This is an optimization exercise on Yosys and OpenROAD, whose aim is small area and a short achievable clock period, not a production implementation. RTL that was checked went through simulation tests only; none was proved equivalent to the original.

Design pipelined_array_multiplier, start of the top module:
module pipelined_array_multiplier (
    input  logic        clk_i,
    input  logic        clk_en_i,
    input  logic        rst_n_i,
    input  logic [31:0] multiplicand_i,
    input  logic [31:0] multiplier_i,
    input  logic        data_valid_i,
    output logic [63:0] product_o,
    output logic        data_valid_o
);
Size: roughly 130 I/O pins, about 33000 sq um of cells after synthesis.
export LEC_CHECK = 0
export CAP_MARGIN = 20
export CORE_MARGIN = 2
export CORE_UTILIZATION = 40
export SLEW_MARGIN = 20
export SYNTH_HIERARCHICAL = 1
export SYNTH_MINIMUM_KEEP_SIZE = 0
create_clock -name core_clock -period 11.0 [get_ports {clk_i}]
standard.sh (not shown) runs the stock make flow with config.mk's settings and CLKGATE_MAP_FILE= SYNTH_SCRIPT=/design/flow/synth_recipe.tcl, a recipe that flattens the netlist after the stock synthesis.
==> flow/flow/run.sh <==
#!/bin/bash
# Layout flow: the standard ORFS flow (standard.sh, unchanged synthesis),
# with timing repair asked to leave 7.0 ns of setup slack at the design's
# clock period, so that it sizes and buffers the critical paths.
set -euo pipefail
cd "$(dirname "$0")/.."
bash standard.sh synth > flow_synth.log 2>&1
bash standard.sh SETUP_SLACK_MARGIN=7.0  finish > flow_layout.log 2>&1
The starting point completed without violations.
Next try:
==> flow/run.sh (new file) <==
#!/bin/bash
# synth_recipe.tcl (not shown) runs the flow's synth.tcl, then flattens the netlist and writes it again
# the make line also repeats each setting of config.mk as NAME=value (left out here)
make -C /OpenROAD-flow-scripts/flow DESIGN_CONFIG=/design/flow/config.mk WORK_HOME=/design/flow/orfs CLKGATE_MAP_FILE= SYNTH_SCRIPT=/design/flow/synth_recipe.tcl finish
removed: flow/flow/run.sh
removed: flow/standard.sh
Synthesized cell count is unchanged.
Final cell count shrinks by a few percent.
Clock skew is higher by 0.013 ns.
Worst setup slack got worse by 1.5 ns.
Wire length is lower by roughly a tenth.
Clock-buffer cell count rose by 2.
Worst hold slack improved by 0.0076 ns.
Cell area came out lower by roughly a tenth.
First-iteration DRC count is lower by a quarter to a third.
Utilization went down by 6.5 points.
No run of this note included a check of the RTL's function; only the layout flow was run.

---

Another version of the RTL of pipelined_array_multiplier (not shown whole).
Size in the first run: roughly 130 I/O pins.
==> flow/config.mk <==
export PLATFORM = sky130hd
export DESIGN_NAME = pipelined_array_multiplier
export DESIGN_NICKNAME = pipelined_array_multiplier
export VERILOG_FILES = /design/flow/design.v
export SDC_FILE = /design/flow/constraint.sdc
export NUM_CORES = 4
export LEC_CHECK = 0
export CAP_MARGIN = 20
export CORE_MARGIN = 2
export CORE_UTILIZATION = 40
export SLEW_MARGIN = 20
export SYNTH_HIERARCHICAL = 1
export SYNTH_MINIMUM_KEEP_SIZE = 0
==> flow/constraint.sdc <==
create_clock -name core_clock -period 11.0 [get_ports {clk_i}]
set_input_delay 2.2000 -clock core_clock [delete_from_list [all_inputs] [get_ports {clk_i}]]
set_output_delay 2.2000 -clock core_clock [all_outputs]
set_load 0.01 [all_outputs]
==> flow/flow/run.sh <==
#!/bin/bash
# Layout flow: the standard ORFS flow (standard.sh) with the standard
# synthesis unchanged, plus
#  - after floorplan, combinational cells downsized to their smallest drive
#    strength (flow/downsize.tcl), so that area is only spent where timing
#    repair asks for it;
#  - optionally, timing repair also right after detailed placement
#    (flow/place_repair.tcl);
#  - optionally a chosen buffer cell for the port buffers.
# Settings are in flow/settings.sh. Each tool's output goes to a log here.
set -euo pipefail
cd "$(dirname "$0")/.."
W=$PWD
source flow/settings.sh
args=()
if [[ "$DOWNSIZE" != "none" ]]; then
  args+=("POST_FLOORPLAN_TCL=$W/flow/downsize.tcl" "DOWNSIZE_FAMILIES=$DOWNSIZE")
fi
args+=("SETUP_SLACK_MARGIN=$SETUP_MARGIN")
if [[ "${PLACE_REPAIR:-0}" == 1 ]]; then
  args+=("POST_DETAIL_PLACE_TCL=$W/flow/place_repair.tcl")
fi
if [[ -n "$PORT_BUFFER" ]]; then
  args+=("BUFFER_PORTS_ARGS=-buffer_cell $PORT_BUFFER")
fi
args+=($EXTRA)
bash standard.sh synth > flow_synth.log 2>&1
bash standard.sh "${args[@]}" finish > flow_layout.log 2>&1
==> flow/flow/settings.sh <==
SETUP_MARGIN=7.55
DOWNSIZE="all"
PORT_BUFFER=sky130_fd_sc_hd__buf_2
PLACE_REPAIR=1
EXTRA=""
Other scripts of this flow, unchanged in this note and not shown: flow/flow/downsize.tcl, flow/flow/place_repair.tcl
The starting point went through all stages and came out clean.
Change:
==> flow/flow/settings.sh (replaced) <==
SETUP_MARGIN=7.55
DOWNSIZE="all"
PORT_BUFFER=sky130_fd_sc_hd__buf_2
PLACE_REPAIR=0
EXTRA="CTS_CLUSTER_SIZE=30 CTS_CLUSTER_DIAMETER=100 CORE_UTILIZATION=55 SLEW_MARGIN=0 CAP_MARGIN=0"
Cell count decreases by 8.2%.
Area after synthesis stays the same.
Cell area falls by 2.7%.
Worst hold slack gains 0.017 ns.
Utilization is higher by 15 points.
Worst setup slack gets better by 0.046 ns.
Change:
==> flow/flow/settings.sh (replaced) <==
SETUP_MARGIN=7.55
DOWNSIZE="all"
PORT_BUFFER=sky130_fd_sc_hd__buf_2
PLACE_REPAIR=0
EXTRA="CTS_CLUSTER_SIZE=30 CTS_CLUSTER_DIAMETER=100 CORE_UTILIZATION=55 TNS_END_PERCENT=20"
Result: Synthesized cell count stays the same; sequential cell count does not change; design area goes down by about 1.6%; sequential share of layout area rises by 0.43 points; routed wire length came out higher by 1.1%.

---

Starting RTL as in the previous note.
clock: 11.0 ns
lec_check: 0
cap_margin: 20
core_margin: 2
core_utilization: 40
slew_margin: 20
synth_hierarchical: 1
synth_minimum_keep_size: 0
==> flow/flow/downsize.tcl <==
# Downsize combinational cells to the smallest drive strength of their
# family (same function and footprint). Timing repair later sizes the
# critical ones back up. Registers and clock cells are left alone.
# DOWNSIZE_FAMILIES: space-separated family names (e.g. a22oi), or "all".
set families [expr {[info exists ::env(DOWNSIZE_FAMILIES)] ? $::env(DOWNSIZE_FAMILIES) : "all"}]
set skip {^(dfxtp|dfxbp|dfrtp|dfrbp|dfstp|dfbbp|dfsbp|dfrtn|dfbbn|edfxtp|edfxbp|sdf.*|sedf.*|dl.*|clk.*|conb|tap.*|fill.*|decap.*|diode.*|probe.*|lpflow.*)$}
set smallest [dict create]
set count 0
foreach inst [get_cells *] {
  set ref [get_property $inst ref_name]
  if {![regexp {^sky130_fd_sc_hd__(.+)_(\d+)$} $ref -> fam drive]} { continue }
  if {[regexp $skip $fam]} { continue }
  if {$families ne "all" && [lsearch -exact $families $fam] < 0} { continue }
  if {![dict exists $smallest $fam]} {
    set best ""
    set best_area 1e9
    foreach lc [get_lib_cells sky130_fd_sc_hd__${fam}_*] {
      set name [get_property $lc name]
      if {![regexp "^sky130_fd_sc_hd__${fam}_\\d+\$" $name]} { continue }
      if {[get_property $lc dont_use]} { continue }
      set a [get_property $lc area]
      if {$a < $best_area} { set best $name; set best_area $a }
    }
    dict set smallest $fam $best
  }
  set to [dict get $smallest $fam]
  if {$to ne "" && $to ne $ref} {
    replace_cell $inst $to
    incr count
  }
}
puts "downsize: replaced $count cells"
==> flow/flow/place_repair.tcl <==
log_cmd estimate_parasitics -placement
repair_timing_helper -setup
detailed_placement
optimize_mirroring
log_cmd estimate_parasitics -placement
==> flow/flow/settings.sh <==
SETUP_MARGIN=7.55
DOWNSIZE="all"
PORT_BUFFER=sky130_fd_sc_hd__buf_2
PLACE_REPAIR=0
EXTRA="CTS_CLUSTER_SIZE=20 CTS_CLUSTER_DIAMETER=60 CORE_UTILIZATION=55"
Scripts as last shown in full above: flow/flow/run.sh
The baseline finished with timing, DRC and antenna clean.
==> next run, changes <==
==> flow/flow/settings.sh (replaced) <==
SETUP_MARGIN=7.55
DOWNSIZE="all"
PORT_BUFFER=sky130_fd_sc_hd__buf_2
PLACE_REPAIR=0
EXTRA="CTS_CLUSTER_SIZE=35 CTS_CLUSTER_DIAMETER=100 CORE_UTILIZATION=55"
Clock skew goes up by 0.016 ns.
Setup slack is about the same.
Die area is unchanged.
Flip-flop and latch count stays the same.
Fmax hardly moves.
Wire length goes down slightly.
Register-to-register slack barely changes.
==> next run, changes <==
--- a/flow/flow/run.sh
+++ b/flow/flow/run.sh
@@ -7,2 +6,0 @@
-#  - optionally, timing repair also right after detailed placement
-#    (flow/place_repair.tcl);
@@ -20,3 +17,0 @@
-if [[ "${PLACE_REPAIR:-0}" == 1 ]]; then
-  args+=("POST_DETAIL_PLACE_TCL=$W/flow/place_repair.tcl")
-fi
==> flow/flow/settings.sh (replaced) <==
SETUP_MARGIN=7.35
DOWNSIZE="all"
PORT_BUFFER=sky130_fd_sc_hd__buf_2
EXTRA=""
removed: flow/flow/place_repair.tcl
=>
- setup slack degrades by 0.17 ns
- core utilization decreases by 16 points
- routed wire length increases slightly
- non-clock buffer count decreases by 6
- sequential share of layout area stays flat
==> next run, changes <==
--- a/flow/flow/run.sh
+++ b/flow/flow/run.sh
@@ -6,0 +7,2 @@
+#  - optionally, timing repair also right after detailed placement
+#    (flow/place_repair.tcl);
@@ -17,0 +20,3 @@
+if [[ "${PLACE_REPAIR:-0}" == 1 ]]; then
+  args+=("POST_DETAIL_PLACE_TCL=$W/flow/place_repair.tcl")
+fi
==> flow/flow/place_repair.tcl (new file) <==
log_cmd estimate_parasitics -placement
repair_timing_helper -setup
detailed_placement
optimize_mirroring
log_cmd estimate_parasitics -placement
==> flow/flow/settings.sh (replaced) <==
SETUP_MARGIN=7.55
DOWNSIZE="all"
PORT_BUFFER=sky130_fd_sc_hd__buf_2
PLACE_REPAIR=0
EXTRA="CTS_CLUSTER_SIZE=30 CTS_CLUSTER_DIAMETER=100 CORE_UTILIZATION=55 TNS_END_PERCENT=0"
The changed run passed the timing, DRC and antenna checks; cell count falls by 8.2%; via count rises by 2.2%; critical path depth does not change; first-iteration DRC count rises by 28%; wire length falls by 0.70%; synthesized area stays the same; setup slack improves by 0.061 ns; maximum frequency rises by 1.7%; register-to-register slack improves by 0.06 ns.

-- what the ideal ports hide --
The flow's constraints put no driver on any port. The routed layouts listed below were extracted and timed again, unchanged, in two steps.
Step 1 assumes that a clkbuf_16 drives the clock port and a buf_2 every other input.
Step 2 also shifts input and output timing later by t, the mid clock arrival at the registers, as if the neighbouring blocks saw the same clock.
Three values: ideal, step 1, step 2; two values: the first two.
| run | t, ns | setup slack, ns | hold WS [ns] | slew at the worst register clock pin (ns) |
|---|---|---|---|---|
| the first run of note 1 | 0.623 | 5.994 / 5.994 / 5.994 | 0.516 / 0.516 / 0.516 | 0.07 / 0.07 |
| the second run of note 1 | 0.626 | 4.458 / 4.458 / 4.458 | 0.524 / 0.524 / 0.524 | 0.07 / 0.07 |
| the first run of note 2 | 0.635 | 7.527 / 7.527 / 7.049 | 0.519 / 0.519 / 0.519 | 0.06 / 0.06 |
| the second run of note 2 | 0.645 | 7.572 / 7.536 / 7.022 | 0.536 / 0.536 / 0.536 | 0.12 / 0.12 |
| the third run of note 2 | 0.638 | 7.445 / 7.445 / 6.934 | 0.528 / 0.528 / 0.528 | 0.11 / 0.11 |
| the first run of note 3 | 0.627 | 7.511 / 7.511 / 7.093 | 0.531 / 0.531 / 0.531 | 0.08 / 0.08 |
| the second run of note 3 | 0.655 | 7.513 / 7.513 / 7.007 | 0.536 / 0.536 / 0.536 | 0.12 / 0.12 |
| the third run of note 3 | 0.653 | 7.347 / 7.347 / 6.870 | 0.523 / 0.523 / 0.523 | 0.07 / 0.07 |
| the fourth run of note 3 | 0.633 | 7.408 / 7.408 / 6.954 | 0.533 / 0.533 / 0.533 | 0.11 / 0.11 |
After both steps setup and hold are still met in every run listed. The setup slack of the second run of note 2, which loses most, moves by -0.036 ns with the drivers and by -0.550 ns with both steps.
